Source: an optimization exercise on an open RTL-to-GDS flow (aim: small area). Production flows keep margins and buffers that such runs may drop. In this exercise RTL edits were held to simulation tests only and were not proved equivalent to the original. Power and IR drop assume default switching activity.

===== design.v =====
`timescale 1ns / 1ps
module ssdControl(
    input clk, rst, BTNC, BTNL, BTNR, BTNU, BTND,
    input [3:0] pol1, pol2, thief1, thief2,
    output [6:0] ssd,
    output reg [7:0] AN,
    output [15:0] LED
    );
    wire lvlC, sigC, sigL, sigR, sigU, sigD;
    wire lvlL, lvlR, lvlU, lvlD;
    Filter fC(.clk(clk), .rst(rst), .data_in(BTNC), .data_out(lvlC), .rise(sigC));
    Filter fL(.clk(clk), .rst(rst), .data_in(BTNL), .data_out(lvlL), .rise(sigL));
    Filter fR(.clk(clk), .rst(rst), .data_in(BTNR), .data_out(lvlR), .rise(sigR));
    Filter fU(.clk(clk), .rst(rst), .data_in(BTNU), .data_out(lvlU), .rise(sigU));
    Filter fD(.clk(clk), .rst(rst), .data_in(BTND), .data_out(lvlD), .rise(sigD));
    wire tick1kHz, tick1Hz;
    Divider #(.N(11), .TA(11), .TB(9),  .T(11'h0d8),   .J(11'h6bf))
        dFast(.clk(clk), .rst(rst), .tick(tick1kHz));
    Divider #(.N(20), .TA(20), .TB(17), .T(20'hb2514), .J(20'hf7c8a))
        dSlow(.clk(clk), .rst(rst), .tick(tick1Hz));
    reg led;
    reg wonGame, lostGame;
    always @(posedge clk)
        if (rst)
            led <= 1'b0;
        else if (tick1Hz)
            led <= wonGame & ~led;
    assign LED = {16{led}};
    reg [3:0] p1, p2, t1, t2;
    reg [1:0] tens;
    reg [3:0] ones;
    reg [4:0] left;
    wire [3:0] dx0 = thief1 - pol1;
    wire [3:0] dy0 = thief2 - pol2;
    wire [3:0] dx  = dx0[3] ? -dx0 : dx0;
    wire [3:0] dy  = dy0[3] ? -dy0 : dy0;
    wire [4:0] dist6 = dx + dy + 5'd6;
    wire win  = (p1 == t1) && (p2 == t2) && (left != 5'd0);
    wire lose = (left[4:1] == 4'd0);
    wire move = ~(wonGame | lostGame) & (sigL | sigR | sigU | sigD);
    always @(posedge clk)
    begin
        if (rst) begin
            wonGame <= 1'b0;
            lostGame <= 1'b0;
            p1 <= 4'd0;
            p2 <= 4'd0;
            t1 <= 4'd0;
            t2 <= 4'd0;
            tens <= 2'd0;
            ones <= 4'd0;
            left <= 5'd6;
        end else begin
            if (win)
                wonGame <= 1'b1;
            else if (lose)
                lostGame <= 1'b1;
            else begin
                wonGame <= 1'b0;
                lostGame <= 1'b0;
            end
            if (sigC) begin
                p1 <= pol1;
                p2 <= pol2;
                t1 <= thief1;
                t2 <= thief2;
                tens <= 2'd0;
                ones <= 4'd0;
                left <= dist6;
            end else if (move) begin
                left <= left - 5'd1;
                if (ones == 4'd9) begin
                    ones <= 4'd0;
                    tens <= tens + 2'd1;
                end else
                    ones <= ones + 4'd1;
                if (sigL) begin
                    if (p1 != 4'd0) p1 <= p1 - 4'd1;
                end else if (sigR) begin
                    if (p1 != 4'd15) p1 <= p1 + 4'd1;
                end else if (sigU) begin
                    if (p2 != 4'd15) p2 <= p2 + 4'd1;
                end else begin
                    if (p2 != 4'd0) p2 <= p2 - 4'd1;
                end
            end
        end
    end
    reg [2:0] select;
    always @(posedge clk)
        if (rst)
            select <= 3'd0;
        else if (tick1kHz)
            select <= lvlC ? 3'd0 : select + 3'd1;
    reg [3:0] digit;
    always @(*)
        case (select)
        3'd0: begin digit = p2;            AN = 8'b11101111; end
        3'd1: begin digit = p1;            AN = 8'b11011111; end
        3'd2: begin digit = t2;            AN = 8'b10111111; end
        3'd3: begin digit = t1;            AN = 8'b01111111; end
        3'd4: begin digit = {2'b00, tens}; AN = 8'b11111101; end
        3'd5: begin digit = ones;          AN = 8'b11111110; end
        default: begin digit = ones;       AN = 8'b11111111; end
        endcase
    reg [3:0] shown;
    always @(posedge clk)
        if (rst)
            shown <= 4'd8;
        else
            shown <= digit;
    reg [6:0] seg;
    always @(*)
        case (shown)
        4'h0: seg = 7'b0000001;
        4'h1: seg = 7'b1001111;
        4'h2: seg = 7'b0010010;
        4'h3: seg = 7'b0000110;
        4'h4: seg = 7'b1001100;
        4'h5: seg = 7'b0100100;
        4'h6: seg = 7'b0100000;
        4'h7: seg = 7'b0001111;
        4'h8: seg = 7'b0000000;
        4'h9: seg = 7'b0000100;
        4'ha: seg = 7'b0001000;
        4'hb: seg = 7'b1100000;
        4'hc: seg = 7'b0110001;
        4'hd: seg = 7'b1000010;
        4'he: seg = 7'b0110000;
        default: seg = 7'b0111000;
        endcase
    assign ssd = seg;
endmodule
module Divider #(
    parameter N = 11,
    parameter TA = 11,
    parameter TB = 9,
    parameter [N-1:0] T = 0,
    parameter [N-1:0] J = 0
) (
    input clk,
    input rst,
    output tick
);
    reg [N-1:0] s;
    assign tick = (s == T);
    always @(posedge clk)
        if (rst)
            s <= {N{1'b0}};
        else if (tick)
            s <= J;
        else
            s <= {s[N-2:0], ~(s[TA-1] ^ s[TB-1])};
endmodule
`timescale 1ns / 1ps
module Filter(
    input  clk,
    input  rst,
    input  data_in,
    output data_out,    
    output rise         
);
    localparam [15:0] S_ON  = 16'h3068;    
    localparam [15:0] S_OFF = 16'h7e17;    
    reg [15:0] c;
    reg        h;
    wire z_up = ~|c[14:0];
    wire z_dn = ~|c[15:1] & c[0];
    wire f_up = c[15] ^ c[13] ^ c[12] ^ c[10] ^ z_up;
    wire f_dn = c[0] ^ c[14] ^ c[13] ^ c[11] ^ z_dn;
    always @(posedge clk)
        if (rst)
            c <= 16'h0000;
        else if (data_in)
            c <= {c[14] | (c[15] & z_up), c[13:0], f_up};
        else
            c <= {f_dn, c[15:1]};
    wire hit_on  = (c == S_ON);
    wire hit_off = (c == S_OFF);
    assign data_out = h ? ~hit_off : hit_on;
    assign rise     = ~h & hit_on;
    always @(posedge clk)
        if (rst)
            h <= 1'b0;
        else
            h <= data_out;
endmodule

===== run.sh =====
#!/bin/bash
# synth_recipe.tcl (not shown) runs the flow's synth.tcl, then flattens the netlist and writes it again
# the make line also repeats each setting of config.mk as NAME=value (left out here)
make -C /OpenROAD-flow-scripts/flow DESIGN_CONFIG=/design/flow/config.mk WORK_HOME=/design/flow/orfs CLKGATE_MAP_FILE= SYNTH_SCRIPT=/design/flow/synth_recipe.tcl finish

===== config.mk =====
export PLATFORM = sky130hd
export DESIGN_NAME = ssdControl
export DESIGN_NICKNAME = ssdControl
export VERILOG_FILES = /design/flow/design.v
export SDC_FILE = /design/flow/constraint.sdc
export NUM_CORES = 4
export LEC_CHECK = 0
export CAP_MARGIN = 20
export CORE_MARGIN = 2
export CORE_UTILIZATION = 40
export SLEW_MARGIN = 20

===== constraint.sdc =====
create_clock -name core_clock -period 10.0 [get_ports {clk}]
set_input_delay 2.0000 -clock core_clock [delete_from_list [all_inputs] [get_ports {clk}]]
set_output_delay 2.0000 -clock core_clock [all_outputs]
set_load 0.01 [all_outputs]

==> results.txt <==
The run finished with no timing, DRC or antenna violations. The starting density of the core was 0.411; the number of global-route vias before repair was 5746. Counting along the longest clock path gives a buffer depth of 2. In this run the worst setup path begins at pol1[1]. The finished layout cell area came out at 9190 um^2.

The ratio of cells with drive above 1 in the final layout came out at 0.0605. The run gives 0 as the number of pins with negative max-slew slack in the final report. The Yosys warning count is 4, and the synthesis-to-layout area growth is 14.0%.

After detailed routing, the total wire length is 16200 um. The endpoint class of the critical path is a flop. For the placeable core area, the log shows 19600 um^2. After detailed placement, the total cell area comes to 8610 um^2. Sequential power share: 0.457. The number of max-cap violations came out at 0. In this run the most critical hold path is launched from dSlow.s[4].

Clock-pin slew was measured on the worst setup and hold paths at 0.06 ns. The gate family responsible for the most delay along the worst path was adder cells. Final cycle utilization of the critical path: 0.478. Minimum clock period after layout: 4.78 ns. The slowest stage of the critical path is the sky130_fd_sc_hd__clkdlybuf4s50_1 cell. The path class of the tightest hold or removal check is flop to flop. Synthesis inferred 156 register bits. The critical path is of the input port to flop type. Total clock sinks: 156. The total standard cell area after synthesis was 8060 um^2; the combinational share of power was 0.096.

Of all nets on the critical path, the largest fanout is 3. Dividing total power by cell area gives a power density of 152 nW/um^2. The die covers 21300 um^2. Port buffering added 51 buffers. The congestion estimate from routability-driven global placement came to 0.783. The number of design-rule violations left by the first detailed-router iteration was 314.

The tools report the global route total overflow as 0. The count of cells along the worst hold path was 1. The run gives 0.388 as the sequential fraction of the synthesis area. TritonCTS built the clock tree. The number of rows created at floorplan is 51, and the die width is 146 um. The tools report the detailed placer's ending HPWL as 11400 um. Setup repair after global routing left no endpoint under its margin. CTS placed an instance of sky130_fd_sc_hd__clkbuf_16 at the clock tree root. The most instantiated flip-flop cell in the synthesis netlist was sky130_fd_sc_hd__dfxtp_1.

The routed wire length per instance works out to 13.7 um. For the global-route usage over all layers, the log shows 0.158. Traced cell by cell, the critical path runs through clkdlybuf4s50_1, inv_1, ha_1, a21o_1, a21oi_1, xnor2_1, nor2_1, xnor2_1, ha_1, inv_1, ha_1, a21o_1, a21oi_1, xnor2_1, nor2_1, a211oi_1. Data on the critical path is required at its endpoint by 10.33 ns.

The logs give 1050 uW for the internal power and 0 for the post-detailed-route DRC marker count. The run gives 0.331 as the headroom to the max-slew limit. Clock tree skew after final layout: 0.00900 ns.

Yosys mapped a number of flops with a built-in enable equal to 0. In the final layout, the multi-input gates occupy 4480 um^2. The run gives 0.42 ns as the source-to-sink clock delay at the later pin of the worst-skew pair. The instance count on the critical path works out to 16.

In this run the static leakage power is 0.00362 uW. Each instance of the synthesized netlist takes up on average 8.95 um^2. The netlist uses 72 different library cells. The sum of negative setup slack was 0 ns. Entering global routing, the biggest net connects 78 pins. The fraction of power spent switching nets is 0.246. The tools report the number of antenna violations at the first check in global routing as 0.

For the total inserted antenna cells, the log shows 0. The die is 146 um tall. Data arrives at the worst endpoint at 5.12 ns. The detailed-route via count was 6062. Fill cell total of the finished layout: 1902. The tools report the TritonCTS buffer count as 17. The run gives 0.000107 V as the worst supply voltage drop on vdd. The first global-routing pass estimated 27900 um of wire. The detail route stage leaves a number of antenna-violating nets equal to 0. First-pass detailed-route iteration total: 4. After the last flow step, the layout net total stands at 975. Counting every instance in the synthesized netlist gives 900. In the final layout, flip-flops and latches occupy 3120 um^2. The worst setup path is launched from an input port.

The number of primary I/O pins came out at 54. The startpoint identified for the worst register-to-register timing path is fU.c[8]. In the routed layout, each cell is associated on average with a via count of 5.09. The transition time at the pin with the least slew margin was 1.00 ns; the fraction of registers with async set or reset after synthesis was 0. The H-tree depth is 4, and the final hold violation count is 0. Setup violations remaining at the end of the flow were counted as 0. In this run, post-CTS hold repair placed 0 buffers. For the worst flop-to-flop path, the logic depth is 10. The critical path contains buffers and inverters numbering 3 combined. The maximum clock rate is 209 MHz, and the power share of the clock group is 0.447. The total of cells resized after clock tree synthesis was 0; the largest incremental delay on the critical path was 0.51 ns. Post-CTS setup buffer count: 0. The power dissipated by switching net loads is 343 uW.
==> flip-flops by register name, indices dropped and copies added, names as in the netlist, 5 cells and up <==
signal   count
fC.c        16
fR.c        16
dSlow.s     20
left         5
fD.c        16
fU.c        16
dFast.s     11
fL.c        16
ssd          7
==> Yosys cell counts, types with 7 or more instances <==
cell	n	area, um^2
sky130_fd_sc_hd__a211oi_1	10	75.1
sky130_fd_sc_hd__a21oi_1	37	185
sky130_fd_sc_hd__and2_1	7	43.8
sky130_fd_sc_hd__buf_4	18	135
sky130_fd_sc_hd__clkbuf_1	35	131
sky130_fd_sc_hd__dfxtp_1	156	3120
sky130_fd_sc_hd__ha_1	35	438
sky130_fd_sc_hd__inv_1	40	150
sky130_fd_sc_hd__mux2i_1	84	841
sky130_fd_sc_hd__nand2_1	47	176
sky130_fd_sc_hd__nand3_1	13	65.1
sky130_fd_sc_hd__nand4_1	16	100
sky130_fd_sc_hd__nor2_1	139	522
sky130_fd_sc_hd__nor2b_1	19	119
sky130_fd_sc_hd__nor3_1	16	80.1
sky130_fd_sc_hd__nor4_1	19	119
sky130_fd_sc_hd__o21ai_0	26	130
sky130_fd_sc_hd__or3_1	7	43.8
sky130_fd_sc_hd__xnor2_1	43	377
sky130_fd_sc_hd__xor2_1	19	166
==> logic make-up (layout without fill, tap and decap cells) <==
kind of cell / after synthesis / after routing / synth area share
AO/OA/AOI/OAI: 122 / 122 / 0.105
XOR/XNOR: 62 / 62 / 0.0674
adder cells (fa/ha/maj): 40 / 40 / 0.0668
buffers and inverters: 102 / 126 / 0.0576
flip-flops: 156 / 156 / 0.388
multiplexers: 85 / 85 / 0.106
other: 1 / 2 / 0.000466
AND/OR/NAND/NOR: 332 / 332 / 0.210
==> final timing paths <==
path / slack [ns] / end
hold reg to reg: 0.44 / dSlow.s[5]
setup / recovery: 5.22 / left[4]
hold / removal: 0.44 / dSlow.s[5]
setup reg to reg: 6.95 / p2[3]
==> layout by cell type (no fill, tap or decap), types with 4 or more instances in the layout <==
cell type | netlist | routed
sky130_fd_sc_hd__a211oi_1 | 10 | 10
sky130_fd_sc_hd__a21o_1 | 5 | 5
sky130_fd_sc_hd__a21oi_1 | 37 | 37
sky130_fd_sc_hd__a222oi_1 | 4 | 4
sky130_fd_sc_hd__a22o_1 | 4 | 4
sky130_fd_sc_hd__and2_1 | 7 | 7
sky130_fd_sc_hd__and3_1 | 4 | 4
sky130_fd_sc_hd__and4_1 | 4 | 4
sky130_fd_sc_hd__clkbuf_16 | 0 | 17
sky130_fd_sc_hd__clkdlybuf4s50_1 | 0 | 50
sky130_fd_sc_hd__clkinvlp_4 | 0 | 6
sky130_fd_sc_hd__dfxtp_1 | 156 | 156
sky130_fd_sc_hd__fa_1 | 5 | 5
sky130_fd_sc_hd__ha_1 | 35 | 35
sky130_fd_sc_hd__inv_1 | 40 | 40
sky130_fd_sc_hd__mux2i_1 | 84 | 84
sky130_fd_sc_hd__nand2_1 | 47 | 47
sky130_fd_sc_hd__nand3_1 | 13 | 13
sky130_fd_sc_hd__nand4_1 | 16 | 16
sky130_fd_sc_hd__nand4b_1 | 5 | 5
sky130_fd_sc_hd__nor2_1 | 139 | 139
sky130_fd_sc_hd__nor2b_1 | 19 | 19
sky130_fd_sc_hd__nor3_1 | 16 | 15
sky130_fd_sc_hd__nor4_1 | 19 | 19
sky130_fd_sc_hd__nor4b_1 | 4 | 4
sky130_fd_sc_hd__o21ai_0 | 26 | 26
sky130_fd_sc_hd__o31ai_1 | 5 | 5
sky130_fd_sc_hd__or2_2 | 4 | 4
sky130_fd_sc_hd__or3_1 | 7 | 7
sky130_fd_sc_hd__xnor2_1 | 43 | 43
sky130_fd_sc_hd__xor2_1 | 19 | 19
==> per-stage QoR <==
step                      total power (uW)   util  setup slack (ns)  hold slack [ns]  cells
after floorplan                        755      -              5.49            0.421    901
final                                 1390  0.469              5.22            0.437   1190
after global placement                 784  0.439              4.86            0.431   1158
after global routing                  1460  0.469              4.98            0.461   1190
after detailed placement               787  0.439              4.77            0.436   1158
after CTS                             1410  0.469              5.24            0.445   1190
==> power by group through the flow <==
stage          logic, uW  clock network, uW  registers [uW]
5_1_grt              152                667             638
3_5_place_dp         136                  0             651
3_3_place_gp         133                  0             651
6_report             134                622             637
4_1_cts              137                640             637
2_1_floorplan        107                  0             648
==> cell type report <==
class,count,area share
sequential,156,0.340
timing repair buffer,53,0.0569
multi-input combinational,643,0.487
tap,265,0.0361
clock inverter,12,0.0125
inverter,41,0.0173
clock buffer,20,0.0497
==> per-layer routing <==
metal / GRT usage / vias up / part of all wire
met5: 0 / - / 0
met4: 0.0446 / 0 / 0.010
met3: 0.0411 / 12 / 0.040
met2: 0.251 / 89 / 0.45
met1: 0.211 / 2815 / 0.50
li1: - / 3146 / -

static timing again, ports no longer ideal:
The flow's constraints put no driver on any port. The routed layout listed below was extracted and timed again, unchanged, in two steps.
Step 1, drivers: a clkbuf_16 drives clk and a buf_2 each remaining input, both assumed.
Step 2 adds t to the input delays and takes it off the output delays; t is the mean of the earliest and latest rising clock arrival at the registers after step 1. Input paths then give back, and output paths get back, about the clock's delay inside the block.
Slacks: ideal / step 1 / step 2; pairs: ideal / step 1.
t, ns: 0.460
setup slack, ns: 5.216 / 5.235 / 4.775
worst data-port slew with drivers (ns): 0.05
After both steps setup and hold are still met in this run. For this run, drivers alone change the setup slack by +0.019 ns; drivers and shift together by -0.441 ns.
